From an optimization exercise on the open Yosys and OpenROAD flow, aimed at small area and a short achievable clock period; shortcuts taken in it are not production practice.
At most, simulation tests tie the RTL to the original design; equivalence was not proved.
Only the layout flow was run in runs 1 and 2; the RTL was not checked for function there.

### design/flow/design.v
module multiplier_bf16 (
    input  [15:0] A,
    input  [15:0] B,
    output [15:0] P
);
    wire [7:0] ea = A[14:7];
    wire [7:0] eb = B[14:7];
    wire       sign = A[15] ^ B[15];
    wire za = ~|ea;
    wire zb = ~|eb;
    wire ma = &ea;
    wire mb = &eb;
    wire na = ma & (|A[6:0]);
    wire nb = mb & (|B[6:0]);
    wire ia = ma & ~(|A[6:0]);
    wire ib = mb & ~(|B[6:0]);
    wire [6:0] a = A[6:0];
    wire [6:0] b = B[6:0];
    wire [15:0] mp;
    wire w1 = (a[0] & b[6]) ^ (a[1] & b[5]);
    wire w2 = (a[0] & b[6]) & (a[1] & b[5]);
    wire w3 = (a[1] & b[6]) ^ (a[2] & b[5]) ^ (a[3] & b[4]);
    wire w4 = ((a[1] & b[6]) & (a[2] & b[5])) | ((a[1] & b[6]) & (a[3] & b[4])) | ((a[2] & b[5]) & (a[3] & b[4]));
    wire w5 = (a[4] & b[3]) ^ (a[5] & b[2]);
    wire w6 = (a[4] & b[3]) & (a[5] & b[2]);
    wire w7 = (a[2] & b[6]) ^ (a[3] & b[5]) ^ (a[4] & b[4]);
    wire w8 = ((a[2] & b[6]) & (a[3] & b[5])) | ((a[2] & b[6]) & (a[4] & b[4])) | ((a[3] & b[5]) & (a[4] & b[4]));
    wire w9 = (a[5] & b[3]) ^ (a[6] & b[2]);
    wire w10 = (a[5] & b[3]) & (a[6] & b[2]);
    wire w11 = (a[3] & b[6]) ^ (a[4] & b[5]) ^ (a[5] & b[4]);
    wire w12 = ((a[3] & b[6]) & (a[4] & b[5])) | ((a[3] & b[6]) & (a[5] & b[4])) | ((a[4] & b[5]) & (a[5] & b[4]));
    wire w13 = (a[0] & b[4]) ^ (a[1] & b[3]);
    wire w14 = (a[0] & b[4]) & (a[1] & b[3]);
    wire w15 = (a[0] & b[5]) ^ (a[1] & b[4]) ^ (a[2] & b[3]);
    wire w16 = ((a[0] & b[5]) & (a[1] & b[4])) | ((a[0] & b[5]) & (a[2] & b[3])) | ((a[1] & b[4]) & (a[2] & b[3]));
    wire w17 = (a[3] & b[2]) ^ (a[4] & b[1]);
    wire w18 = (a[3] & b[2]) & (a[4] & b[1]);
    wire w19 = w1 ^ (a[2] & b[4]) ^ (a[3] & b[3]);
    wire w20 = (w1 & (a[2] & b[4])) | (w1 & (a[3] & b[3])) | ((a[2] & b[4]) & (a[3] & b[3]));
    wire w21 = (a[4] & b[2]) ^ (a[5] & b[1]) ^ (a[6] & b[0]);
    wire w22 = ((a[4] & b[2]) & (a[5] & b[1])) | ((a[4] & b[2]) & (a[6] & b[0])) | ((a[5] & b[1]) & (a[6] & b[0]));
    wire w23 = w3 ^ w5 ^ (a[6] & b[1]);
    wire w24 = (w3 & w5) | (w3 & (a[6] & b[1])) | (w5 & (a[6] & b[1]));
    wire w25 = a[0] ^ b[0] ^ w2;
    wire w26 = (a[0] & b[0]) | (a[0] & w2) | (b[0] & w2);
    wire w27 = w7 ^ w9 ^ a[1];
    wire w28 = (w7 & w9) | (w7 & a[1]) | (w9 & a[1]);
    wire w29 = b[1] ^ w4 ^ w6;
    wire w30 = (b[1] & w4) | (b[1] & w6) | (w4 & w6);
    wire w31 = w11 ^ (a[6] & b[3]) ^ a[2];
    wire w32 = (w11 & (a[6] & b[3])) | (w11 & a[2]) | ((a[6] & b[3]) & a[2]);
    wire w33 = b[2] ^ w8 ^ w10;
    wire w34 = (b[2] & w8) | (b[2] & w10) | (w8 & w10);
    wire w35 = (a[4] & b[6]) ^ (a[5] & b[5]) ^ (a[6] & b[4]);
    wire w36 = ((a[4] & b[6]) & (a[5] & b[5])) | ((a[4] & b[6]) & (a[6] & b[4])) | ((a[5] & b[5]) & (a[6] & b[4]));
    wire w37 = a[3] ^ b[3] ^ w12;
    wire w38 = (a[3] & b[3]) | (a[3] & w12) | (b[3] & w12);
    wire w39 = (a[5] & b[6]) ^ (a[6] & b[5]) ^ a[4];
    wire w40 = ((a[5] & b[6]) & (a[6] & b[5])) | ((a[5] & b[6]) & a[4]) | ((a[6] & b[5]) & a[4]);
    wire w41 = (a[0] & b[3]) ^ (a[1] & b[2]);
    wire w42 = (a[0] & b[3]) & (a[1] & b[2]);
    wire w43 = w13 ^ (a[2] & b[2]) ^ (a[3] & b[1]);
    wire w44 = (w13 & (a[2] & b[2])) | (w13 & (a[3] & b[1])) | ((a[2] & b[2]) & (a[3] & b[1]));
    wire w45 = w15 ^ w17 ^ (a[5] & b[0]);
    wire w46 = (w15 & w17) | (w15 & (a[5] & b[0])) | (w17 & (a[5] & b[0]));
    wire w47 = w19 ^ w21 ^ w16;
    wire w48 = (w19 & w21) | (w19 & w16) | (w21 & w16);
    wire w49 = w23 ^ w25 ^ w20;
    wire w50 = (w23 & w25) | (w23 & w20) | (w25 & w20);
    wire w51 = w27 ^ w29 ^ w24;
    wire w52 = (w27 & w29) | (w27 & w24) | (w29 & w24);
    wire w53 = w31 ^ w33 ^ w28;
    wire w54 = (w31 & w33) | (w31 & w28) | (w33 & w28);
    wire w55 = w35 ^ w37 ^ w32;
    wire w56 = (w35 & w37) | (w35 & w32) | (w37 & w32);
    wire w57 = w39 ^ b[4] ^ w36;
    wire w58 = (w39 & b[4]) | (w39 & w36) | (b[4] & w36);
    wire w59 = (a[6] & b[6]) ^ a[5] ^ b[5];
    wire w60 = ((a[6] & b[6]) & a[5]) | ((a[6] & b[6]) & b[5]) | (a[5] & b[5]);
    wire w61 = (a[0] & b[2]) ^ (a[1] & b[1]);
    wire w62 = (a[0] & b[2]) & (a[1] & b[1]);
    wire w63 = w41 ^ (a[2] & b[1]) ^ (a[3] & b[0]);
    wire w64 = (w41 & (a[2] & b[1])) | (w41 & (a[3] & b[0])) | ((a[2] & b[1]) & (a[3] & b[0]));
    wire w65 = w43 ^ (a[4] & b[0]) ^ w42;
    wire w66 = (w43 & (a[4] & b[0])) | (w43 & w42) | ((a[4] & b[0]) & w42);
    wire w67 = w45 ^ w14 ^ w44;
    wire w68 = (w45 & w14) | (w45 & w44) | (w14 & w44);
    wire w69 = w47 ^ w18 ^ w46;
    wire w70 = (w47 & w18) | (w47 & w46) | (w18 & w46);
    wire w71 = w49 ^ w22 ^ w48;
    wire w72 = (w49 & w22) | (w49 & w48) | (w22 & w48);
    wire w73 = w51 ^ w26 ^ w50;
    wire w74 = (w51 & w26) | (w51 & w50) | (w26 & w50);
    wire w75 = w53 ^ w30 ^ w52;
    wire w76 = (w53 & w30) | (w53 & w52) | (w30 & w52);
    wire w77 = w55 ^ w34 ^ w54;
    wire w78 = (w55 & w34) | (w55 & w54) | (w34 & w54);
    wire w79 = w57 ^ w38 ^ w56;
    wire w80 = (w57 & w38) | (w57 & w56) | (w38 & w56);
    wire w81 = w59 ^ w40 ^ w58;
    wire w82 = (w59 & w40) | (w59 & w58) | (w40 & w58);
    wire w83 = a[6] ^ b[6] ^ w60;
    wire w84 = (a[6] & b[6]) | (a[6] & w60) | (b[6] & w60);
    wire [16:0] rc;
    assign rc[0] = 1'b0;
    assign mp[0] = (a[0] & b[0]) ^ 1'b0 ^ rc[0];
    assign rc[1] = ((a[0] & b[0]) & 1'b0) | ((a[0] & b[0]) & rc[0]) | (1'b0 & rc[0]);
    assign mp[1] = (a[0] & b[1]) ^ (a[1] & b[0]) ^ rc[1];
    assign rc[2] = ((a[0] & b[1]) & (a[1] & b[0])) | ((a[0] & b[1]) & rc[1]) | ((a[1] & b[0]) & rc[1]);
    assign mp[2] = w61 ^ (a[2] & b[0]) ^ rc[2];
    assign rc[3] = (w61 & (a[2] & b[0])) | (w61 & rc[2]) | ((a[2] & b[0]) & rc[2]);
    assign mp[3] = w63 ^ w62 ^ rc[3];
    assign rc[4] = (w63 & w62) | (w63 & rc[3]) | (w62 & rc[3]);
    assign mp[4] = w65 ^ w64 ^ rc[4];
    assign rc[5] = (w65 & w64) | (w65 & rc[4]) | (w64 & rc[4]);
    assign mp[5] = w67 ^ w66 ^ rc[5];
    assign rc[6] = (w67 & w66) | (w67 & rc[5]) | (w66 & rc[5]);
    assign mp[6] = w69 ^ w68 ^ rc[6];
    assign rc[7] = (w69 & w68) | (w69 & rc[6]) | (w68 & rc[6]);
    assign mp[7] = w71 ^ w70 ^ rc[7];
    assign rc[8] = (w71 & w70) | (w71 & rc[7]) | (w70 & rc[7]);
    assign mp[8] = w73 ^ w72 ^ rc[8];
    assign rc[9] = (w73 & w72) | (w73 & rc[8]) | (w72 & rc[8]);
    assign mp[9] = w75 ^ w74 ^ rc[9];
    assign rc[10] = (w75 & w74) | (w75 & rc[9]) | (w74 & rc[9]);
    assign mp[10] = w77 ^ w76 ^ rc[10];
    assign rc[11] = (w77 & w76) | (w77 & rc[10]) | (w76 & rc[10]);
    assign mp[11] = w79 ^ w78 ^ rc[11];
    assign rc[12] = (w79 & w78) | (w79 & rc[11]) | (w78 & rc[11]);
    assign mp[12] = w81 ^ w80 ^ rc[12];
    assign rc[13] = (w81 & w80) | (w81 & rc[12]) | (w80 & rc[12]);
    assign mp[13] = w83 ^ w82 ^ rc[13];
    assign rc[14] = (w83 & w82) | (w83 & rc[13]) | (w82 & rc[13]);
    assign mp[14] = 1'b1 ^ w84 ^ rc[14];
    assign rc[15] = (1'b1 & w84) | (1'b1 & rc[14]) | (w84 & rc[14]);
    assign mp[15] = 1'b0 ^ 1'b0 ^ rc[15];
    assign rc[16] = (1'b0 & 1'b0) | (1'b0 & rc[15]) | (1'b0 & rc[15]);
    wire       nrm = mp[15];
    wire [6:0] m   = nrm ? mp[14:8] : mp[13:7];
    wire [8:0] s;
    wire [8:0] sc;
    genvar i;
    assign sc[0] = 1'b0;
    generate
        for (i = 0; i < 8; i = i + 1) begin : ex
            assign s[i]    = ea[i] ^ eb[i] ^ sc[i];
            assign sc[i+1] = (ea[i] & eb[i]) | (ea[i] & sc[i]) | (eb[i] & sc[i]);
        end
    endgenerate
    assign s[8] = sc[8];
    wire [7:0] e0  = s[7:0] + 8'h81;                       
    wire       uf0 = ~s[8] & ~s[7];                        
    wire       uf1 = uf0 & ~(&s[6:0]);                     
    wire       of1 = s[8] & (s[7] | (&s[6:2] & (s[1] | s[0])));    
    wire       of0 = s[8] & (s[7] | (&s[6:1]));                      
    wire [8:0] ic;
    wire [7:0] e;
    assign ic[0] = nrm;
    generate
        for (i = 0; i < 8; i = i + 1) begin : inc
            assign e[i]    = e0[i] ^ ic[i];
            assign ic[i+1] = e0[i] & ic[i];
        end
    endgenerate
    wire       uf = nrm ? uf1 : uf0;
    wire       of = nrm ? of1 : of0;
    assign P = (na | nb | (ia & zb) | (ib & za)) ? 16'h7F81 :
               (ia | ib)                        ? {sign, 8'hFF, 7'b0} :
               (za | zb | uf)                   ? {sign, 15'b0} :
               of                               ? {sign, 8'hFF, 7'b0} :
                                                  {sign, e, m};
endmodule
module adder_bf16 #(
    parameter LEVEL = 1
) (
    input  [15:0] A,
    input  [15:0] B,
    input         kill,
    output [15:0] S
);
    wire kl = (LEVEL == 3) ? kill : 1'b0;
    wire       sa = A[15];
    wire       sb = B[15];
    wire [7:0] ea = A[14:7];
    wire [7:0] eb = B[14:7];
    wire ma  = &ea;
    wire mb  = &eb;
    wire nfa = |A[6:0];
    wire nfb = |B[6:0];
    wire na  = ma & nfa;
    wire nb  = mb & nfb;
    wire ia  = ma & ~nfa;
    wire ib  = mb & ~nfb;
    wire nan_out = na | nb | (ia & ib & (sa ^ sb));
    wire inf_out = ia | ib;
    wire sinf    = ia ? sa : sb;
    wire [7:0] p = ea ^ ~eb;
    wire [7:0] g = ea & ~eb;
    wire [7:0] t, u;
    wire [8:0] tc, uc;
    assign tc[0] = 1'b0;
    assign uc[0] = 1'b1;
    genvar i;
    generate
        for (i = 0; i < 8; i = i + 1) begin : td
            assign t[i]    = p[i] ^ tc[i];
            assign tc[i+1] = g[i] | (p[i] & tc[i]);
            assign u[i]    = p[i] ^ uc[i];
            assign uc[i+1] = g[i] | (p[i] & uc[i]);
        end
    endgenerate
    wire ce = tc[8];                    
    wire cu = uc[8];                    
    wire ee = cu & ~ce;                 
    wire [7:0] fc;
    assign fc[0] = 1'b1;
    generate
        for (i = 0; i < 7; i = i + 1) begin : fcmp
            assign fc[i+1] = (A[i] & ~B[i]) | (A[i] & fc[i]) | (~B[i] & fc[i]);
        end
    endgenerate
    wire agb = ce | (ee & fc[7]);       
    wire [6:0] fbig = agb ? A[6:0] : B[6:0];
    wire [6:0] fsml = agb ? B[6:0] : A[6:0];
    wire       hsml = agb ? |eb : |ea;
    wire       sbig = agb ? sa : sb;
    wire [7:0] eg   = cu ? ea : eb;
    wire [9:0] xb = {|eg, fbig, 2'b00};
    wire [9:0] xs = {hsml, fsml, 2'b00};
    wire [7:0] sh = cu ? u : ~t;
    wire [9:0] ys = (|sh[7:4]) ? 10'd0 : (xs >> sh[3:0]);
    wire       op = sa ^ sb;
    wire [9:0] yo = ys ^ {10{op}};
    wire [10:0] sc;
    wire [10:0] sum;
    assign sc[0] = op;
    generate
        for (i = 0; i < 10; i = i + 1) begin : ad
            assign sum[i]  = xb[i] ^ yo[i] ^ sc[i];
            assign sc[i+1] = (xb[i] & yo[i]) | (xb[i] & sc[i]) | (yo[i] & sc[i]);
        end
    endgenerate
    assign sum[10] = sc[10] & ~op;
    reg [3:0] lz;
    integer k;
    always @* begin
        lz = 4'd15;
        for (k = 0; k <= 10; k = k + 1)
            if (sum[k]) lz = 4'd10 - k[3:0];
    end
    wire [10:0] v1 = lz[3] ? {sum[2:0], 8'b0} : sum;
    wire [10:0] v2 = lz[2] ? {v1[6:0], 4'b0} : v1;
    wire [10:0] v3 = lz[1] ? {v2[8:0], 2'b0} : v2;
    wire [10:0] v4 = lz[0] ? {v3[9:0], 1'b0} : v3;
    wire [8:0] ic;
    wire [7:0] eg1;
    assign ic[0] = 1'b1;
    generate
        for (i = 0; i < 8; i = i + 1) begin : inc
            assign eg1[i]  = eg[i] ^ ic[i];
            assign ic[i+1] = eg[i] & ic[i];
        end
    endgenerate
    wire [3:0] hm;                      
    wire [4:0] hb;
    assign hb[0] = 1'b1;
    generate
        for (i = 0; i < 4; i = i + 1) begin : dec
            assign hm[i]   = eg1[4+i] ^ hb[i];
            assign hb[i+1] = ~eg1[4+i] & hb[i];
        end
    endgenerate
    wire [3:0] lo;                      
    wire [4:0] lb;
    assign lb[0] = 1'b0;
    generate
        for (i = 0; i < 4; i = i + 1) begin : sub
            assign lo[i]   = eg1[i] ^ lz[i] ^ lb[i];
            assign lb[i+1] = (~eg1[i] & lz[i]) | (~eg1[i] & lb[i]) | (lz[i] & lb[i]);
        end
    endgenerate
    wire [7:0] ex = {lb[4] ? hm : eg1[7:4], lo};
    wire zero = ~v4[10];                           
    wire uf   = ~|eg[7:4] & (lz > eg[3:0]);        
    wire of   = sum[10] & (eg == 8'hFE);           
    assign S = kl      ? 16'h0000 :
               nan_out ? 16'h7F81 :
               inf_out ? {sinf, 8'hFF, 7'b0} :
               zero    ? {sa & sb, 15'b0} :
               uf      ? {sbig, 15'b0} :
               of      ? {sbig, 8'hFF, 7'b0} :
                         {sbig, ex, v4[9:3]};
endmodule
module bf16_mac_tree (
    input clk,
    input reset,
    input [15:0] in0, in1, in2, in3,
    input [15:0] in4, in5, in6, in7,
    input [15:0] in8, in9, in10, in11,
    input [15:0] in12, in13, in14, in15,
    output [15:0] out
);
    wire [15:0] prod [0:7];
    reg  [15:0] prod_r [0:7];
    wire [15:0] sum [0:5];
    reg  [15:0] s4_r, s5_r;
    multiplier_bf16 m0 (.A(in0),  .B(in1),  .P(prod[0]));
    multiplier_bf16 m1 (.A(in2),  .B(in3),  .P(prod[1]));
    multiplier_bf16 m2 (.A(in4),  .B(in5),  .P(prod[2]));
    multiplier_bf16 m3 (.A(in6),  .B(in7),  .P(prod[3]));
    multiplier_bf16 m4 (.A(in8),  .B(in9),  .P(prod[4]));
    multiplier_bf16 m5 (.A(in10), .B(in11), .P(prod[5]));
    multiplier_bf16 m6 (.A(in12), .B(in13), .P(prod[6]));
    multiplier_bf16 m7 (.A(in14), .B(in15), .P(prod[7]));
    reg live, live2;
    always @(posedge clk) begin
        prod_r[0] <= prod[0]; prod_r[1] <= prod[1];
        prod_r[2] <= prod[2]; prod_r[3] <= prod[3];
        prod_r[4] <= prod[4]; prod_r[5] <= prod[5];
        prod_r[6] <= prod[6]; prod_r[7] <= prod[7];
    end
    always @(posedge clk or posedge reset) begin
        if (reset) begin
            live  <= 1'b0;
            live2 <= 1'b0;
        end else begin
            live  <= 1'b1;
            live2 <= live;
        end
    end
    adder_bf16 #(.LEVEL(1)) a0 (.A(prod_r[0]), .B(prod_r[1]), .kill(1'b0), .S(sum[0]));
    adder_bf16 #(.LEVEL(1)) a1 (.A(prod_r[2]), .B(prod_r[3]), .kill(1'b0), .S(sum[1]));
    adder_bf16 #(.LEVEL(1)) a2 (.A(prod_r[4]), .B(prod_r[5]), .kill(1'b0), .S(sum[2]));
    adder_bf16 #(.LEVEL(1)) a3 (.A(prod_r[6]), .B(prod_r[7]), .kill(1'b0), .S(sum[3]));
    adder_bf16 #(.LEVEL(2)) a4 (.A(sum[0]), .B(sum[1]), .kill(1'b0), .S(sum[4]));
    adder_bf16 #(.LEVEL(2)) a5 (.A(sum[2]), .B(sum[3]), .kill(1'b0), .S(sum[5]));
    always @(posedge clk) begin
        s4_r <= sum[4];
        s5_r <= sum[5];
    end
    adder_bf16 #(.LEVEL(3)) a6 (.A(s4_r), .B(s5_r), .kill(~live2), .S(out));
endmodule
### design/flow/flow/run.sh
#!/bin/bash
# Own layout flow: the standard flow with these changes.
#  - Synthesis keeps the module hierarchy until the final flatten (SYNTH_HIERARCHICAL=1).
#  - Full-adder cells (no half adders) are extracted only in multiplier_bf16, whose logic
#    is not run through Yosys's "abc -fast" before extraction; the other modules are.
#  - ABC maps with flow/area.abc (a delay target plus buffering and down-sizing)
#    instead of ORFS's script, except the adders of tree levels 2 and 3
#    (adder_bf16 with LEVEL=2 or 3), which it maps with flow/level2.abc and
#    flow/level3.abc, scripts that trade some area for speed.
#  - Port buffers are sky130_fd_sc_hd__buf_1.
# Each step's full output goes to its own log in this folder.
set -euo pipefail
W=$(pwd)
F=$W/flow
head -1 $W/synth_recipe.tcl | grep -q '^proc synth {args} { yosys synth -nofsm -noshare {\*}$args }$'
cat > $W/my_synth.tcl <<EOT
proc abc {args} {
  set i [lsearch -exact \$args -script]
  set base [lreplace \$args \$i [expr {\$i+1}]]
  yosys abc {*}\$base -script $F/level3.abc {\$paramod*adder_bf16*LEVEL=*11}
  yosys abc {*}\$base -script $F/level2.abc {\$paramod*adder_bf16*LEVEL=*10}
  yosys abc {*}\$base -script $F/area.abc {\$paramod*adder_bf16*LEVEL=*01} multiplier_bf16 bf16_mac_tree
}
proc extract_fa {args} { yosys extract_fa -fa multiplier_bf16 }
proc synth {args} {
  if {[lsearch -exact \$args fine:] >= 0} {
    yosys synth -nofsm -noshare -noabc {*}\$args
    yosys abc -fast {\$paramod*adder_bf16*} bf16_mac_tree
    yosys opt -fast
  } else {
    yosys synth -nofsm -noshare {*}\$args
  }
}
EOT
tail -n +2 $W/synth_recipe.tcl >> $W/my_synth.tcl
bash standard.sh SYNTH_SCRIPT=$W/my_synth.tcl SYNTH_HIERARCHICAL=1 synth > $W/synth.log 2>&1
bash standard.sh "BUFFER_PORTS_ARGS=-buffer_cell sky130_fd_sc_hd__buf_1" > $W/layout.log 2>&1
### design/flow/flow/area.abc
strash
dc2
dch
map -D 7000
topo
buffer -c
dnsize -c
### design/flow/flow/level2.abc
strash
dc2
dch
map -D 5000
topo
buffer -c
upsize -c
dnsize -c
### design/flow/flow/level3.abc
strash
dc2
dch
map
topo
buffer -c
upsize -c
dnsize -c
### design/flow/standard.sh
#!/bin/bash
# synth_recipe.tcl (not shown) runs the flow's synth.tcl, then flattens the netlist and writes it again
# the make line also repeats each setting of config.mk as NAME=value (left out here)
make -C /OpenROAD-flow-scripts/flow DESIGN_CONFIG=/design/flow/config.mk WORK_HOME=/design/flow/orfs CLKGATE_MAP_FILE= SYNTH_SCRIPT=/design/flow/synth_recipe.tcl "${@:-finish}"
### design/flow/config.mk
export PLATFORM = sky130hd
export DESIGN_NAME = bf16_mac_tree
export DESIGN_NICKNAME = bf16_mac_tree
export VERILOG_FILES = /design/flow/design.v
export SDC_FILE = /design/flow/constraint.sdc
export NUM_CORES = 4
export LEC_CHECK = 0
export CAP_MARGIN = 20
export CORE_MARGIN = 2
export CORE_UTILIZATION = 40
export SLEW_MARGIN = 20
### design/flow/constraint.sdc
create_clock -name core_clock -period 46.0 [get_ports {clk}]
set_input_delay 9.2000 -clock core_clock [delete_from_list [all_inputs] [get_ports {clk}]]
set_output_delay 9.2000 -clock core_clock [all_outputs]
set_load 0.01 [all_outputs]
==> impl_metrics.tcl, run 1 <==
set metrics [dict create \
    status "no timing/DRC/antenna violations" \
    cts.path.max_buffers 2 \
    path_max_fanout 36 \
    cp_num_buf_inv 2 \
    grt_max_degree 37 \
    cap_violations 0 \
    cp-start-kind "flip-flop" \
    netlist_instances 5623 \
    drc 0 \
    placed_cell_area_um2 37620 \
    cts-resized-gates 0 \
    areaGrowthSynthToFinish_pct 7.777 \
    cts_sinks 162 \
    cp_top_family "simple AND/OR/NAND/NOR gates" \
    maxSlewViolCount 0 \
    grt.met3_usage_pct 1.853 \
    postCtsSetupRepairBufs 0 \
    io-pin-count 274 \
    slew-limit-headroom_pct 21.17 \
    grt_antenna_before_repair 0 \
    drt_iter0_markers 2278 \
    fp.dieH_um 301.9 \
    synth_fp_nets 6273 \
    num_vias 36813 \
    firstDrtPassIters 5 \
    use_met1_pct 29.03 \
    setup_viol 0 \
    num_antenna_cells 0 \
    io_buffers 273 \
    synth_area_per_cell_um2 6.312 \
    crit_arrival_ns 6.78 \
    insertion_delay_ns 0.49 \
    met2_usage_pct 37.53 \
    wl_um 97710 \
    min_period_ns 15.98 \
    cts_root_buf "clkbuf_16" \
    crit_type "flip-flop to output pin" \
    clock-skew-final_ns 0.01741 \
    synth_area_um2 35490 \
    finalSetupTns_ns 0 \
    gr-usage-all-layers_pct 21.65 \
    holdBufCountCts 0 \
    finalHoldViolations 0 \
    busiest_layer "met2" \
    rows 109 \
    rsz0062_at_grt "no" \
    finalCritPeriodShare_pct 34.74 \
    dp_hpwl_um 84060 \
    ant_nets 0 \
    critPathSlowestCell "o211ai_4" \
    numCtsBuffers 17 \
    multi_input_area_um2 28750 \
    grt_pass1_wl_um 165800 \
    design_area_um2 38250 \
    path_clk_slew_ns 0.07 \
    worst_pin_slew_ns 1.172 \
    regArea_um2 3253 \
    cts_tree "yes" \
    die_w_um 301.9 \
    gr-total-overflow 0 \
    die-area_um2 91130 \
    hp-class "flip-flop to flip-flop" \
    drt-wirelength-per-cell_um 13.91 \
    avgViaCountPerCell 5.243 \
    initial_core_util_pct 40.29 \
    yosys_warnings 12 \
    fmax_mhz 62.58 \
    end_kind "output pin" \
    cts_max_level 4 \
    final_nets 6494 \
    grt_pass1_vias 34910 \
    core_area_um2 88100 \
    worstPathRequired_ns 36.80 \
    path_common_cell "nand3_2" \
    layout-drive-gt1-share_pct 4.354 \
    gp_congestion 0.9170 \
    max_stage_delay_ns 0.71 \
    nFillCells 9489 \
]
[layout make-up]
class / count / share of cell area, %
Clock inverter: 15 / 0.4874
Multi-Input combinational cell: 4555 / 75.15
Clock buffer: 17 / 1.112
Sequential cell: 162 / 8.504
Tap cell: 1165 / 3.811
Inverter: 829 / 8.135
Timing Repair Buffer: 279 / 2.797
[path summary, 6_finish.rpt]
kind	cells after the start	slack, ns	startpoint	endpoint
max	33	30.02	s4_r[9]	out[3]
min	0	0.35	live	live2
max reg2reg	85	31.63	prod_r[3][8]	s4_r[9]
min reg2reg	0	0.35	live	live2
max in group asynchronous	2	37.37	reset	live2
min in group asynchronous	2	8.53	reset	live
[placed cells by master, fill, tap and decap left out, types with 11 or more instances in the layout]
| cell | instances |
|---|---|
| a22oi_1 | 23 |
| fa_1 | 392 |
| nor4_1 | 103 |
| o221ai_1 | 11 |
| xnor2_1 | 51 |
| a221oi_1 | 20 |
| a31oi_1 | 32 |
| and2_1 | 13 |
| dfxtp_1 | 160 |
| nand2_2 | 28 |
| buf_1 | 273 |
| nand4_1 | 114 |
| nand3_1 | 196 |
| o41ai_1 | 12 |
| o2111ai_1 | 16 |
| o21ai_0 | 367 |
| o21ai_1 | 52 |
| inv_1 | 781 |
| o22ai_1 | 80 |
| nand2_1 | 1052 |
| nor2_1 | 1096 |
| or2_2 | 54 |
| clkbuf_16 | 17 |
| a21oi_1 | 335 |
| a211oi_1 | 58 |
| xor2_1 | 151 |
| o211ai_1 | 43 |
| nor3_1 | 68 |
| clkinv_1 | 24 |
| o21ai_2 | 11 |
| inv_2 | 24 |
| nand3_2 | 14 |
| nor2_2 | 12 |
[sequential cells by signal, summed over array words and instances (netlist names)]
signal	cells
s5_r	16
live2	1
live	1
prod_r	128
s4_r	16
[layer usage]
layer | wire, µm | vias to the layer above
li1 | - | 18906
met1 | 45280 | 17062
met2 | 47260 | 728
met3 | 3252 | 117
met4 | 1913 | 0
met5 | 0 | -
[worst reg2reg max path, delay by kind of cell (launching register included)]
family / cells / cell delay [ns]
AND/OR/NAND/NOR: 46 / 5.93
flip-flops: 1 / 0.41
buffers and inverters: 9 / 1.04
AO/OA/AOI/OAI: 28 / 6.59
XOR/XNOR: 2 / 0.28
[stage by stage]
stage / setup slack [ns] / utilization [%] / instances / hold slack (ns)
CTS: 30.06 / 43.40 / 7022 / 0.3615
global route: 29.24 / 43.42 / 7022 / 0.3819
floorplan: 30.59 / - / 5623 / 0.3312
finish: 30.02 / 43.42 / 7022 / 0.3538
global placement: 29.89 / 42.70 / 6990 / 0.3353
detailed placement: 29.66 / 42.70 / 6990 / 0.3450
==> run 2: changes to the inputs <==
==> design/flow/flow/level2.abc (replaced) <==
strash
dc2
dch
map -D 7000
topo
buffer -c
dnsize -c
==> impl_metrics.tcl, run 2 <==
set metrics [dict create \
    final_cell_mix "1144 x nor2_1, 1080 x nand2_1, 835 x inv_1" \
    grt_antenna_before_repair 0 \
    hp-class "flip-flop to flip-flop" \
    max_stage_delay_ns 0.71 \
    cts-resized-gates 0 \
    initial_core_util_pct 40.37 \
    num_vias 36851 \
    yosys_warnings 12 \
    setup_viol 0 \
    grt_pass1_vias 35034 \
    fmax_mhz 62.63 \
    fp.dieH_um 300.1 \
    wl_um 98360 \
    postCtsSetupRepairBufs 0 \
    path_max_fanout 36 \
    crit_type "flip-flop to output pin" \
    status "no timing/DRC/antenna violations" \
    holdBufCountCts 0 \
    final_core_util_pct 43.57 \
    maxSlewViolCount 0 \
    cp-start-kind "flip-flop" \
    crit_arrival_ns 6.77 \
    drt-wirelength-per-cell_um 13.94 \
    dp_slack_ns 29.70 \
    layout-drive-gt1-share_pct 2.542 \
    instances_no_fill 7057 \
    numCtsBuffers 17 \
    cap_violations 0 \
    grt_pass1_wl_um 167500 \
    io-pin-count 274 \
    die-area_um2 90080 \
    path_clk_slew_ns 0.06 \
    drc 0 \
    critPathSlowestCell "o211ai_4" \
    synth_fp_nets 6317 \
    core_area_um2 86890 \
    cts_max_level 4 \
    cts_sinks 162 \
    cts_tree "yes" \
    path_common_cell "nand3_2" \
    insertion_delay_ns 0.48 \
    slew-limit-headroom_pct 17.16 \
    dp_hpwl_um 84760 \
    worstPathRequired_ns 36.80 \
    finalCritPeriodShare_pct 34.71 \
    synth_area_per_cell_um2 6.190 \
    io_buffers 273 \
    cts_root_buf "clkbuf_16" \
    rsz0062_at_grt "no" \
    largest_register_ffs 128 \
    cts.path.max_buffers 2 \
    cp_num_buf_inv 2 \
    gr-usage-all-layers_pct 22.00 \
    worst_pin_slew_ns 1.231 \
    die_w_um 300.1 \
    end_kind "output pin" \
    rows 108 \
    drt_iter0_markers 2425 \
    avgViaCountPerCell 5.222 \
    firstDrtPassIters 5 \
    setup_ws_ns 30.03 \
    ant_nets 0 \
    finalSetupTns_ns 0 \
    finalHoldViolations 0 \
    gp_congestion 0.9289 \
    largest-register "prod_r" \
    min_period_ns 15.97 \
    synth_area_um2 35080 \
    num_antenna_cells 0 \
    cp_top_family "simple AND/OR/NAND/NOR gates" \
    dp_cells 7025 \
    final_nets 6539 \
    gr-total-overflow 0 \
    areaGrowthSynthToFinish_pct 7.926 \
    layout_commonest_cell "nor2_1" \
    reg.largest.list "prod_r (128), s4_r (16), s5_r (16)" \
    grt_max_degree 37 \
    netlist_instances 5667 \
    clock-skew-final_ns 0.01386 \
]
==> run 2: final cells by class <==
| cell class | count | area (µm²) |
|---|---|---|
| Tap cell | 1155 | 1445 |
| Multi-Input combinational cell | 4563 | 28250 |
| Inverter | 863 | 3239 |
| Timing Repair Buffer | 282 | 1092 |
| Clock buffer | 18 | 439.2 |
| Fill cell | 9237 | 49030 |
| Clock inverter | 14 | 142.6 |
| Sequential cell | 162 | 3253 |
==> run 2: per-layer routing <==
metal / vias to the layer above / GRT usage (%) / wire length, µm
li1: 18940 / - / -
met1: 17028 / 29.43 / 45550
met2: 787 / 38.38 / 47450
met3: 96 / 1.879 / 3638
met4: 0 / 5.262 / 1720
met5: - / 0 / 0
==> run 2: worst paths after layout <==
path | startpoint | endpoint | slack (ns) | cells after the start
setup / recovery | s4_r[9] | out[3] | 30.03 | 33
hold / removal | live | live2 | 0.36 | 0
setup reg to reg | prod_r[7][8] | s5_r[14] | 30.12 | 114
hold reg to reg | live | live2 | 0.36 | 0
max in group asynchronous | reset | live2 | 37.36 | 2
min in group asynchronous | reset | live | 8.54 | 2
==> run 2: per-stage QoR <==
step                      hold WS [ns]  area, µm²
final                           0.3556      37860
after global routing            0.3612      37860
after CTS                       0.3593      37860
after detailed placement        0.3434      37280
after floorplan                 0.3312      35080
after global placement          0.3328      37280
==> run 3: changes to the inputs <==
--- a/design/flow/design.v
+++ b/design/flow/design.v
@@ -186,10 +186,8 @@
     wire ma  = &ea;
     wire mb  = &eb;
-    wire nfa = |A[6:0];
-    wire nfb = |B[6:0];
-    wire na  = ma & nfa;
-    wire nb  = mb & nfb;
-    wire ia  = ma & ~nfa;
-    wire ib  = mb & ~nfb;
+    wire na  = ma & A[0];
+    wire nb  = mb & B[0];
+    wire ia  = ma & ~A[0];
+    wire ib  = mb & ~B[0];
     wire nan_out = na | nb | (ia & ib & (sa ^ sb));
     wire inf_out = ia | ib;
@@ -226,5 +224,6 @@
     wire       sbig = agb ? sa : sb;
     wire [7:0] eg   = cu ? ea : eb;
-    wire [9:0] xb = {|eg, fbig, 2'b00};
+    wire       hbig = cu ? |ea : |eb;
+    wire [9:0] xb = {hbig, fbig, 2'b00};
     wire [9:0] xs = {hsml, fsml, 2'b00};
     wire [7:0] sh = cu ? u : ~t;
==> design/flow/flow/level2.abc (replaced) <==
strash
dc2
dch
map -D 5000
topo
buffer -c
upsize -c
dnsize -c
--- a/design/flow/config.mk
+++ b/design/flow/config.mk
@@ -9,3 +9,4 @@
 export CORE_MARGIN = 2
 export CORE_UTILIZATION = 40
+export CTS_BUF_LIST = sky130_fd_sc_hd__clkbuf_4 sky130_fd_sc_hd__clkbuf_8
 export SLEW_MARGIN = 20
==> impl_metrics.tcl, run 3 <==
set metrics [dict create \
    clock-skew-final_ns 0.02330 \
    crit_type "flip-flop to output pin" \
    die-area_um2 90490 \
    cts.path.max_buffers 2 \
    postCtsSetupRepairBufs 0 \
    grt_pass1_vias 35051 \
    worstPathRequired_ns 36.80 \
    netlist_instances 5590 \
    path_clk_slew_ns 0.09 \
    layout-drive-gt1-share_pct 4.075 \
    grt_antenna_before_repair 3 \
    reg.largest.list "prod_r (128), s4_r (16), s5_r (16)" \
    dr_wl_met3_um 4398 \
    holdBufCountCts 0 \
    cts_sinks 162 \
    route.met2.wl_um 48120 \
    areaGrowthSynthToFinish_pct 7.286 \
    setup_viol 0 \
    drc 0 \
    synth_area_per_cell_um2 6.304 \
    top_layer "met5" \
    final_cell_mix "1135 x nand2_1, 1030 x nor2_1, 762 x inv_1" \
    hp-class "flip-flop to flip-flop" \
    initial_core_util_pct 40.49 \
    largest-register "prod_r" \
    cts_root_buf "clkbuf_8" \
    hold-worst-slack_ns 0.3676 \
    rows 108 \
    crit_arrival_ns 6.74 \
    synth_area_um2 35240 \
    io-pin-count 274 \
    rsz0062_at_grt "no" \
    end_kind "output pin" \
    max_stage_delay_ns 0.57 \
    rrSetupSlack_ns 31.56 \
    num_vias 36569 \
    synth_fp_nets 6240 \
    core_area_um2 87020 \
    io_buffers 273 \
    die_w_um 300.8 \
    worst_pin_slew_ns 0.9338 \
    cp_top_family "simple AND/OR/NAND/NOR gates" \
    avgViaCountPerCell 5.226 \
    layout_commonest_cell "nand2_1" \
    largest_register_ffs 128 \
    dp_hpwl_um 90050 \
    cts-resized-gates 0 \
    path_common_cell "nand3_2" \
    slew-limit-headroom_pct 37.17 \
    insertion_delay_ns 0.55 \
    dp_slack_ns 29.65 \
    gr-usage-all-layers_pct 23.17 \
    path_max_fanout 27 \
    drt_iter0_markers 2310 \
    fmax_mhz 62.73 \
    min_period_ns 15.94 \
    status "no timing/DRC/antenna violations" \
    critPathSlowestCell "nor3_4" \
    finalCritPeriodShare_pct 34.66 \
    firstDrtPassIters 6 \
    finalSetupTns_ns 0 \
    wl_um 104300 \
    gp_congestion 0.9594 \
    numCtsBuffers 17 \
    grt_max_degree 40 \
    ant_nets 0 \
    wl_met1_um 49760 \
    dp_cells 6964 \
    final_nets 6478 \
    cts_tree "yes" \
    cap_violations 0 \
    cp_num_buf_inv 3 \
    instances_no_fill 6998 \
    gr-total-overflow 0 \
    setup_ws_ns 30.06 \
    fp.dieH_um 300.8 \
    cts_max_level 4 \
    finalHoldViolations 0 \
    drt-wirelength-per-cell_um 14.90 \
    cp-start-kind "flip-flop" \
    grt_pass1_wl_um 174200 \
    yosys_warnings 12 \
    maxSlewViolCount 0 \
]
-- run 3: routing by layer --
metal	vias up	global-route usage [%]
li1	18779	-
met1	16788	31.85
met2	884	39.16
met3	116	2.215
met4	2	5.520
met5	-	0
-- run 3: path summary, 6_finish.rpt --
| path | endpoint | cells past startpoint | from |
|---|---|---|---|
| setup / recovery | out[3] | 34 | s5_r[7] |
| hold / removal | live2 | 0 | live |
| setup reg to reg | s5_r[6] | 83 | prod_r[6][8] |
| hold reg to reg | live2 | 0 | live |
| max in group asynchronous | live | 2 | reset |
| min in group asynchronous | live2 | 2 | reset |
-- run 3: final cells by class --
class,count,area (µm²)
multi-input cells,4558,28610
clock buffers,18,241.5
well taps,1155,1445
inverters,806,3025
flip-flops and latches,162,3253
fillers,9395,49220
diodes,2,5.005
repair buffers,283,1100
clock inverters,14,128.9
-- run 3: metrics by stage --
step	utilization (%)	instance area (µm²)
final	43.44	37810
after detailed placement	43.01	37430
after floorplan	-	35240
after global placement	43.01	37430
after global routing	43.44	37810
after CTS	43.44	37800
==> run 4: changes to the inputs <==
--- a/design/flow/config.mk
+++ b/design/flow/config.mk
@@ -9,4 +9,4 @@
 export CORE_MARGIN = 2
 export CORE_UTILIZATION = 40
-export CTS_BUF_LIST = sky130_fd_sc_hd__clkbuf_4 sky130_fd_sc_hd__clkbuf_8
+export PLACE_DENSITY = 0.9
 export SLEW_MARGIN = 20
==> impl_metrics.tcl, run 4 <==
set metrics [dict create \
    max_stage_delay_ns 0.54 \
    design_area_um2 38020 \
    path_common_cell "nand3_2" \
    rows 108 \
    finalHoldViolations 0 \
    final_nets 6473 \
    hp-class "flip-flop to flip-flop" \
    wl_um 98330 \
    path_clk_slew_ns 0.07 \
    grt_pass1_wl_um 165400 \
    initial_core_util_pct 40.49 \
    holdBufCountCts 0 \
    drt_iter0_markers 3085 \
    grt_max_degree 33 \
    cts_max_level 4 \
    path_max_fanout 26 \
    crit_arrival_ns 6.73 \
    slew-limit-headroom_pct 37.34 \
    cap_violations 0 \
    reg2reg_from "prod_r[0][8]" \
    yosys_warnings 12 \
    critPathSlowestCell "o211ai_2" \
    areaGrowthSynthToFinish_pct 7.897 \
    rsz0062_at_grt "no" \
    hp-start "live" \
    synth_area_um2 35240 \
    cts-resized-gates 0 \
    worstHoldEndpoint "live2" \
    cts_tree "yes" \
    synth_area_per_cell_um2 6.304 \
    io_buffers 273 \
    largest_register_ffs 128 \
    fmax_mhz 62.78 \
    die-area_um2 90490 \
    setup_ws_ns 30.07 \
    cp-start-kind "flip-flop" \
    fp.dieH_um 300.8 \
    grt_pass1_vias 35658 \
    placed_cell_area_um2 37390 \
    min_period_ns 15.93 \
    gr-usage-all-layers_pct 21.52 \
    status "no timing/DRC/antenna violations" \
    drc 0 \
    io-pin-count 274 \
    final_cell_mix "1135 x nand2_1, 1030 x nor2_1, 762 x inv_1" \
    nFillCells 8901 \
    dp_slack_ns 29.60 \
    die_w_um 300.8 \
    finalSetupTns_ns 0 \
    drt-wirelength-per-cell_um 14.06 \
    ant_nets 0 \
    synth_fp_nets 6240 \
    cts_root_buf "clkbuf_16" \
    hold-worst-slack_ns 0.3572 \
    finalCritPeriodShare_pct 34.63 \
    num_vias 37877 \
    core_area_um2 87020 \
    r2r_cells 85 \
    grt_antenna_before_repair 0 \
    cts_sinks 162 \
    numCtsBuffers 17 \
    crit_type "flip-flop to output pin" \
    worst_pin_slew_ns 0.9313 \
    setup_viol 0 \
    rrSetupSlack_ns 31.62 \
    gr-total-overflow 0 \
    regArea_um2 3253 \
    firstDrtPassIters 6 \
    clock-skew-final_ns 0.02275 \
    end_kind "output pin" \
    cts.path.max_buffers 2 \
    multi_input_area_um2 28630 \
    reg.largest.list "prod_r (128), s4_r (16), s5_r (16)" \
    maxSlewViolCount 0 \
    worstReg2RegEnd "s4_r[12]" \
    gp_congestion 0.9712 \
    layout-drive-gt1-share_pct 3.992 \
    layout_commonest_cell "nand2_1" \
    largest-register "prod_r" \
    postCtsSetupRepairBufs 0 \
    netlist_instances 5590 \
    worstPathRequired_ns 36.80 \
    hold_depth 0 \
    insertion_delay_ns 0.51 \
    dp_hpwl_um 83510 \
    avgViaCountPerCell 5.417 \
]
## run 4: critical path: cells and delay by family, from the launching register on
| kind | cells | cell delay, ns |
|---|---|---|
| flops | 1 | 0.37 |
| buf+inv | 4 | 0.87 |
| simple gates | 20 | 2.38 |
| compound gates | 12 | 2.62 |
## run 4: metrics by stage
stage,utilization [%],cells
after global routing,43.69,6991
after global placement,42.97,6959
final,43.69,6992
after floorplan,-,5590
after detailed placement,42.97,6959
after CTS,43.66,6991
## run 4: final cells by class
cell class              count  area share (%)
multi-input cells        4558           75.30
clock buffers              18           1.155
repair buffers            278           2.794
well taps                1155           3.801
diodes                      1        0.006582
clock inverters            14          0.4311
inverters                 806           7.957
flip-flops and latches    162           8.556
## run 4: per-layer routing
layer / vias to the layer above / track usage [%] / routed length, µm
met5: - / 0 / 0
met4: 0 / 6.337 / 2297
met3: 166 / 2.359 / 6158
met2: 1378 / 36.21 / 46040
met1: 17564 / 29.06 / 43840
li1: 18769 / - / -
## run 4: worst max path at each step
stage          slack (ns)     from  depth (start not counted)            end
2_1_floorplan       30.59   in1[6]                         21  prod_r[0][10]
3_3_place_gp        29.86   in0[2]                         22  prod_r[0][10]
3_5_place_dp        29.60  in11[5]                         22  prod_r[5][10]
4_1_cts             30.15  in11[5]                         22  prod_r[5][10]
5_1_grt             29.41  s5_r[9]                         36         out[1]
6_report            30.07  s4_r[8]                         36         out[1]
==> run 5: changes to the inputs <==
--- a/design/flow/config.mk
+++ b/design/flow/config.mk
@@ -9,4 +9,3 @@
 export CORE_MARGIN = 2
 export CORE_UTILIZATION = 40
-export PLACE_DENSITY = 0.9
 export SLEW_MARGIN = 20
==> impl_metrics.tcl, run 5 <==
set metrics [dict create \
    grt_pass1_wl_um 174400 \
    crit_arrival_ns 16.28 \
    synth_area_per_cell_um2 6.304 \
    ant_nets 0 \
    grt_pass1_vias 35100 \
    design_area_um2 37990 \
    final_core_util_pct 43.66 \
    max_stage_delay_ns 0.59 \
    fp.dieH_um 300.8 \
    multi_input_area_um2 28610 \
    drt-wirelength-per-cell_um 14.90 \
    num_vias 36633 \
    placed_cell_area_um2 37430 \
    largest_register_ffs 128 \
    numCtsBuffers 17 \
    gr-total-overflow 0 \
    cts_root_buf "clkbuf_16" \
    fmax_mhz 62.96 \
    cts_sinks 162 \
    rsz0062_at_grt "no" \
    setup_viol 0 \
    r2r_cells 83 \
    hold-worst-slack_ns 0.3617 \
    critPathSlowestCell "fa_1" \
    rows 108 \
    cts_tree "yes" \
    gr-usage-all-layers_pct 23.20 \
    cp_num_buf_inv 3 \
    final_nets 6478 \
    maxSlewViolCount 0 \
    areaGrowthSynthToFinish_pct 7.811 \
    final_cell_mix "1135 x nand2_1, 1030 x nor2_1, 762 x inv_1" \
    crit_type "input pin to flip-flop" \
    min_period_ns 15.88 \
    firstDrtPassIters 6 \
    cts.path.max_buffers 2 \
    gp_congestion 0.9594 \
    rrSetupSlack_ns 31.55 \
    drt_iter0_markers 2396 \
    reg.largest.list "prod_r (128), s4_r (16), s5_r (16)" \
    finalSetupTns_ns 0 \
    worstHoldEndpoint "live2" \
    status "no timing/DRC/antenna violations" \
    dp_slack_ns 29.65 \
    synth_area_um2 35240 \
    avgViaCountPerCell 5.236 \
    cap_violations 0 \
    hold_depth 0 \
    end_kind "flip-flop" \
    layout_commonest_cell "nand2_1" \
    io-pin-count 274 \
    slew-limit-headroom_pct 38.08 \
    layout-drive-gt1-share_pct 4.058 \
    nFillCells 9367 \
    path_cells "buf_1 -> inv_1 -> nor2_1 -> fa_1 -> fa_1 -> fa_1 -> a221oi_1 -> o21ai_0 -> fa_1 -> fa_1 -> fa_1 -> fa_1 -> fa_1 -> fa_1 -> fa_1 -> nor2_1 -> clkinv_1 -> nor2_1 -> nor2_1 -> nand2_1 -> xor2_1 -> nor2_1 -> o21ai_0" \
    setup_ws_ns 30.12 \
    cts_max_level 4 \
    dp_cells 6964 \
    cp-start-kind "input pin" \
    regArea_um2 3253 \
    finalCritPeriodShare_pct 34.53 \
    holdBufCountCts 0 \
    netlist_instances 5590 \
    die-area_um2 90490 \
    postCtsSetupRepairBufs 0 \
    worst_pin_slew_ns 0.9203 \
    path_max_fanout 10 \
    io_buffers 273 \
    finalHoldViolations 0 \
    insertion_delay_ns 0.48 \
    grt_max_degree 40 \
    largest-register "prod_r" \
    yosys_warnings 12 \
    path_clk_slew_ns 0.07 \
    cts-resized-gates 0 \
    instances_no_fill 6997 \
    core_area_um2 87020 \
    clock-skew-final_ns 0.01793 \
    drc 0 \
    wl_um 104300 \
    worstPathRequired_ns 46.40 \
    die_w_um 300.8 \
    worstReg2RegEnd "s4_r[6]" \
    hp-class "flip-flop to flip-flop" \
    reg2reg_from "prod_r[2][8]" \
    initial_core_util_pct 40.49 \
    synth_fp_nets 6240 \
    path_common_cell "fa_1" \
    cp_top_family "adder cells" \
    grt_antenna_before_repair 3 \
    hp-start "live" \
    dp_hpwl_um 90050 \
]
==> run 5: cell count changes in the layout (fill, tap and decap cells not counted), sizes merged <==
| cell | previous run | this run |
|---|---|---|
| buf | 278 | 283 |
| bufinv | 0 | 1 |
| clkinv | 28 | 27 |
| clkinvlp | 1 | 2 |
| inv | 791 | 790 |
==> run 5: worst max-delay path by stage <==
stage | start | cells past startpoint | slack, ns | endpoint
after global placement | in4[2] | 22 | 29.78 | prod_r[2][10]
after floorplan | in1[6] | 21 | 30.59 | prod_r[0][10]
after detailed placement | in0[2] | 22 | 29.65 | prod_r[0][13]
after CTS | s5_r[7] | 34 | 30.16 | out[3]
after global routing | s5_r[7] | 34 | 29.36 | out[3]
final | in14[1] | 23 | 30.12 | prod_r[7][10]
==> run 5: per-layer routing <==
| layer | GRT usage [%] | routed length (µm) |
|---|---|---|
| met4 | 5.366 | 1933 |
| met5 | 0 | 34 |
| met3 | 2.330 | 4418 |
| met1 | 31.84 | 49650 |
| met2 | 39.25 | 48250 |
==> run 5: cell type report <==
class                      instances  area share [%]
timing repair buffer             283           2.895
antenna                            1        0.006587
multi-input combinational       4558           75.30
clock inverter                    14          0.3392
inverter                         806           7.963
sequential                       162           8.563
tap                             1155           3.804
clock buffer                      18           1.130
==> run 6: changes to the inputs <==
--- a/design/flow/flow/run.sh
+++ b/design/flow/flow/run.sh
@@ -35,3 +35,3 @@
 tail -n +2 $W/synth_recipe.tcl >> $W/my_synth.tcl
 bash standard.sh SYNTH_SCRIPT=$W/my_synth.tcl SYNTH_HIERARCHICAL=1 synth > $W/synth.log 2>&1
-bash standard.sh "BUFFER_PORTS_ARGS=-buffer_cell sky130_fd_sc_hd__buf_1" > $W/layout.log 2>&1
+bash standard.sh "BUFFER_PORTS_ARGS=-buffer_cell sky130_fd_sc_hd__buf_1" POST_RESIZE_TCL=$F/post_resize.tcl > $W/layout.log 2>&1
==> design/flow/flow/post_resize.tcl (new file) <==
repair_design -buffer_gain 8.0 -verbose
==> impl_metrics.tcl, run 6 <==
set metrics [dict create \
    status "no timing/DRC/antenna violations" \
    rsz0062_at_grt "no" \
    gp_congestion 0.9594 \
    hp-class "flip-flop to flip-flop" \
    final_cell_mix "956 x nand2_1, 831 x nor2_1, 401 x buf_4" \
    cts_max_level 4 \
    postCtsSetupRepairBufs 0 \
    slew-limit-headroom_pct 61.99 \
    largest-register "prod_r" \
    crit_type "input pin to flip-flop" \
    critPathSlowestCell "fa_1" \
    numCtsBuffers 17 \
    grt_max_degree 33 \
    drt_iter0_markers 2416 \
    maxSlewViolCount 0 \
    firstDrtPassIters 5 \
    io_buffers 273 \
    cts_tree "yes" \
    rows 108 \
    synth_area_per_cell_um2 6.304 \
    holdBufCountCts 0 \
    gr-total-overflow 0 \
    synth_area_um2 35240 \
    largest_register_ffs 128 \
    reg.largest.list "prod_r (128), s4_r (16), s5_r (16)" \
    end_kind "flip-flop" \
    avgViaCountPerCell 5.272 \
    final_nets 6954 \
    drt-wirelength-per-cell_um 14.84 \
    setup_viol 0 \
    core_area_um2 87020 \
    die_w_um 300.8 \
    dp_hpwl_um 97090 \
    finalHoldViolations 0 \
    drc 0 \
    worstPathRequired_ns 46.37 \
    gr-usage-all-layers_pct 25.00 \
    synth_fp_nets 6240 \
    yosys_warnings 12 \
    cap_violations 0 \
    netlist_instances 5590 \
    grt_pass1_wl_um 189100 \
    path_common_cell "fa_1" \
    min_period_ns 15.34 \
    io-pin-count 274 \
    insertion_delay_ns 0.49 \
    grt_antenna_before_repair 2 \
    path_max_fanout 10 \
    path_cells "buf_1 -> buf_4 -> clkinvlp_2 -> nor2_1 -> fa_1 -> fa_1 -> fa_1 -> fa_1 -> fa_1 -> fa_1 -> fa_1 -> fa_1 -> fa_1 -> fa_1 -> fa_1 -> nor2_4 -> nor2_2 -> nor2_1 -> o41ai_1 -> nand2_4 -> nand3_4 -> a211oi_1" \
    cts.path.max_buffers 2 \
    initial_core_util_pct 40.49 \
    crit_arrival_ns 15.70 \
    wl_um 110900 \
    layout_commonest_cell "nand2_1" \
    cts-resized-gates 0 \
    cp_top_family "adder cells" \
    fp.dieH_um 300.8 \
    clock-skew-final_ns 0.01950 \
    grt_pass1_vias 38862 \
    num_vias 39397 \
    fmax_mhz 65.20 \
    finalSetupTns_ns 0 \
    cts_sinks 162 \
    max_stage_delay_ns 0.54 \
    cp-start-kind "input pin" \
    ant_nets 0 \
    finalCritPeriodShare_pct 33.34 \
    areaGrowthSynthToFinish_pct 33.35 \
    path_clk_slew_ns 0.07 \
    die-area_um2 90490 \
    cts_root_buf "clkbuf_16" \
    worst_pin_slew_ns 0.5655 \
    cp_num_buf_inv 3 \
    layout-drive-gt1-share_pct 26.15 \
]
run 6: final cells by class:
cell class                      count  area (µm²)
Sequential cell                   162        3253
Tap cell                         1155        1445
Fill cell                        8356       40030
Timing Repair Buffer              759        5737
Inverter                          806        3441
Clock buffer                       17       425.4
Clock inverter                     15       190.2
Antenna cell                        1       2.502
Multi-Input combinational cell   4558       32500
run 6: final timing paths:
kind,start,endpoint,slack [ns],depth (start not counted)
max in group asynchronous,reset,live,37.37,2
min in group asynchronous,reset,live2,8.52,2
setup reg to reg,prod_r[7][8],s5_r[14],32.64,95
hold reg to reg,live,live2,0.36,0
setup / recovery,in9[4],prod_r[4][5],30.66,22
hold / removal,live,live2,0.36,0
run 6: layer usage:
| layer | part of all wire, % | vias up | track usage, % |
|---|---|---|---|
| met5 | 0.012 | - | 0 |
| met2 | 48 | 933 | 43.16 |
| met3 | 4.0 | 163 | 2.229 |
| li1 | - | 19910 | - |
| met1 | 46 | 18389 | 33.32 |
| met4 | 2.4 | 2 | 7.001 |
run 6: through the flow:
stage / hold slack (ns) / worst slack [ns] / cells / util [%] / cell area [µm²]
2_1_floorplan: 0.3312 / 30.59 / 5590 / - / 35240
3_3_place_gp: 0.3369 / 29.78 / 6964 / 43.01 / 37430
3_5_place_dp: 0.3365 / 30.20 / 7440 / 53.29 / 46370
4_1_cts: 0.3672 / 30.72 / 7472 / 53.99 / 46990
5_1_grt: 0.3914 / 30.32 / 7473 / 54.00 / 46990
6_report: 0.3613 / 30.66 / 7473 / 54.00 / 46990
==> run 7: changes to the inputs <==
==> design/flow/flow/post_resize.tcl (replaced) <==
repair_design -buffer_gain 4.0 -verbose
==> impl_metrics.tcl, run 7 <==
set metrics [dict create \
    setup_ws_ns 30.66 \
    die_w_um 300.8 \
    largest-register "prod_r" \
    gp_congestion 0.9594 \
    status "no timing/DRC/antenna violations" \
    maxSlewViolCount 0 \
    fmax_mhz 65.20 \
    dp_slack_ns 30.20 \
    netlist_instances 5590 \
    rows 108 \
    path_max_fanout 10 \
    path_cells "buf_1 -> buf_4 -> clkinvlp_2 -> nor2_1 -> fa_1 -> fa_1 -> fa_1 -> fa_1 -> fa_1 -> fa_1 -> fa_1 -> fa_1 -> fa_1 -> fa_1 -> fa_1 -> nor2_4 -> nor2_2 -> nor2_1 -> o41ai_1 -> nand2_4 -> nand3_4 -> a211oi_1" \
    crit_type "input pin to flip-flop" \
    wl_um 110900 \
    insertion_delay_ns 0.49 \
    cts_root_buf "clkbuf_16" \
    io-pin-count 274 \
    final_cell_mix "956 x nand2_1, 831 x nor2_1, 401 x buf_4" \
    io_buffers 273 \
    cts_tree "yes" \
    path_clk_slew_ns 0.07 \
    grt_pass1_wl_um 189100 \
    numCtsBuffers 17 \
    gr-total-overflow 0 \
    final_nets 6954 \
    finalSetupTns_ns 0 \
    cap_violations 0 \
    cp_top_family "adder cells" \
    cts-resized-gates 0 \
    design_area_um2 46990 \
    finalCritPeriodShare_pct 33.34 \
    drc 0 \
    synth_area_um2 35240 \
    grt_max_degree 33 \
    num_vias 39397 \
    max_stage_delay_ns 0.54 \
    postCtsSetupRepairBufs 0 \
    holdBufCountCts 0 \
    initial_core_util_pct 40.49 \
    avgViaCountPerCell 5.272 \
    areaGrowthSynthToFinish_pct 33.35 \
    grt_antenna_before_repair 2 \
    cp-start-kind "input pin" \
    yosys_warnings 12 \
    dp_cells 7440 \
    drt-wirelength-per-cell_um 14.84 \
    r2r_cells 95 \
    worst_pin_slew_ns 0.5655 \
    largest_register_ffs 128 \
    reg2reg_from "prod_r[7][8]" \
    end_kind "flip-flop" \
    worstPathRequired_ns 46.37 \
    setup_viol 0 \
    nFillCells 8356 \
    rsz0062_at_grt "no" \
    synth_area_per_cell_um2 6.304 \
    dp_hpwl_um 97090 \
    hp-start "live" \
    worstHoldEndpoint "live2" \
    worstReg2RegEnd "s5_r[14]" \
    min_period_ns 15.34 \
    critPathSlowestCell "fa_1" \
    gr-usage-all-layers_pct 25.00 \
    reg.largest.list "prod_r (128), s4_r (16), s5_r (16)" \
    placed_cell_area_um2 46370 \
    hp-class "flip-flop to flip-flop" \
    hold_depth 0 \
    hold-worst-slack_ns 0.3613 \
    slew-limit-headroom_pct 61.99 \
    rrSetupSlack_ns 32.64 \
    layout-drive-gt1-share_pct 26.15 \
    fp.dieH_um 300.8 \
    die-area_um2 90490 \
    cts.path.max_buffers 2 \
    synth_fp_nets 6240 \
    instances_no_fill 7473 \
    cts_max_level 4 \
    clock-skew-final_ns 0.01950 \
    path_common_cell "fa_1" \
    finalHoldViolations 0 \
    regArea_um2 3253 \
    layout_commonest_cell "nand2_1" \
    drt_iter0_markers 2416 \
    cp_num_buf_inv 3 \
    grt_pass1_vias 38862 \
    crit_arrival_ns 15.70 \
    multi_input_area_um2 32500 \
    ant_nets 0 \
    core_area_um2 87020 \
    firstDrtPassIters 5 \
    cts_sinks 162 \
]
-- run 7: cell counts in the layout (fill, tap and decap cells not counted) --
Identical to the previous run, type by type.
-- run 7: metrics by stage --
step | util, %
finish | 54.00
global route | 54.00
CTS | 53.99
detailed placement | 53.29
global placement | 43.01
floorplan | -
-- run 7: worst max-delay path by stage --
stage	slack, ns	to	cells after the start	startpoint
after floorplan	30.59	prod_r[0][10]	21	in1[6]
after global placement	29.78	prod_r[2][10]	22	in4[2]
after detailed placement	30.20	prod_r[4][4]	22	in9[4]
after CTS	30.72	prod_r[4][4]	22	in9[4]
after global routing	30.32	out[14]	38	s5_r[8]
final	30.66	prod_r[4][5]	22	in9[4]
-- run 7: cell type report --
cell class | instances | area share [%]
Clock inverter | 15 | 0.4047
Tap cell | 1155 | 3.075
Inverter | 806 | 7.322
Timing Repair Buffer | 759 | 12.21
Clock buffer | 17 | 0.9053
Sequential cell | 162 | 6.923
Multi-Input combinational cell | 4558 | 69.16
Antenna cell | 1 | 0.005325
-- run 7: layer usage --
| metal | part of all wire (%) | GRT usage [%] | wire (µm) |
|---|---|---|---|
| met1 | 46 | 33.32 | 50730 |
| met2 | 48 | 43.16 | 53120 |
| met3 | 4.0 | 2.229 | 4385 |
| met4 | 2.4 | 7.001 | 2621 |
| met5 | 0.012 | 0 | 13 |
-- run 7: worst reg2reg max path: cells and delay by family (launching register included) --
kind | cells | cell delay (ns)
xor gates and xnor gates | 4 | 1.13
DFF | 1 | 0.34
buffers and inverters | 18 | 2.08
and+or+nand+nor | 47 | 5.28
AOI/OAI and AO/OA | 26 | 4.44

==> afterwards: timing with drivers on the ports <==
No port has a modelled driver above. Below, the same layouts with a new extraction and two added sets of constraints.
Step 1 sets driving cells, clkbuf_16 on the clock port and buf_2 on the other inputs (assumed; they add their load-dependent delay and slew).
Step 2 moves the port delays by t, midway between the first and last clock arrival at a register: inputs arrive t later, outputs are due t later. That takes back most of the time a late clock gives input paths.
a / b / c = ideal / step 1 / step 2; a / b = the first two.
| run | t (ns) | setup WS [ns] | hold WS [ns] | cell pins on the clock port's net |
|---|---|---|---|---|
| run 1 | 0.547 | 30.019 / 29.957 / 29.736 | 0.354 / 0.354 / 0.354 | 1 |
| run 2 | 0.534 | 30.033 / 29.969 / 29.681 | 0.356 / 0.356 / 0.356 | 1 |
| run 3 | 0.591 | 30.058 / 30.001 / 29.610 | 0.368 / 0.368 / 0.368 | 1 |
| run 4 | 0.555 | 30.071 / 30.011 / 29.591 | 0.357 / 0.357 / 0.357 | 1 |
| run 5 | 0.530 | 30.116 / 30.079 / 29.618 | 0.362 / 0.362 / 0.362 | 1 |
| run 6 | 0.550 | 30.663 / 30.703 / 30.153 | 0.361 / 0.361 / 0.361 | 1 |
| run 7 | 0.550 | 30.663 / 30.703 / 30.153 | 0.361 / 0.361 / 0.361 | 1 |
After both steps setup and hold are still met in every run listed.
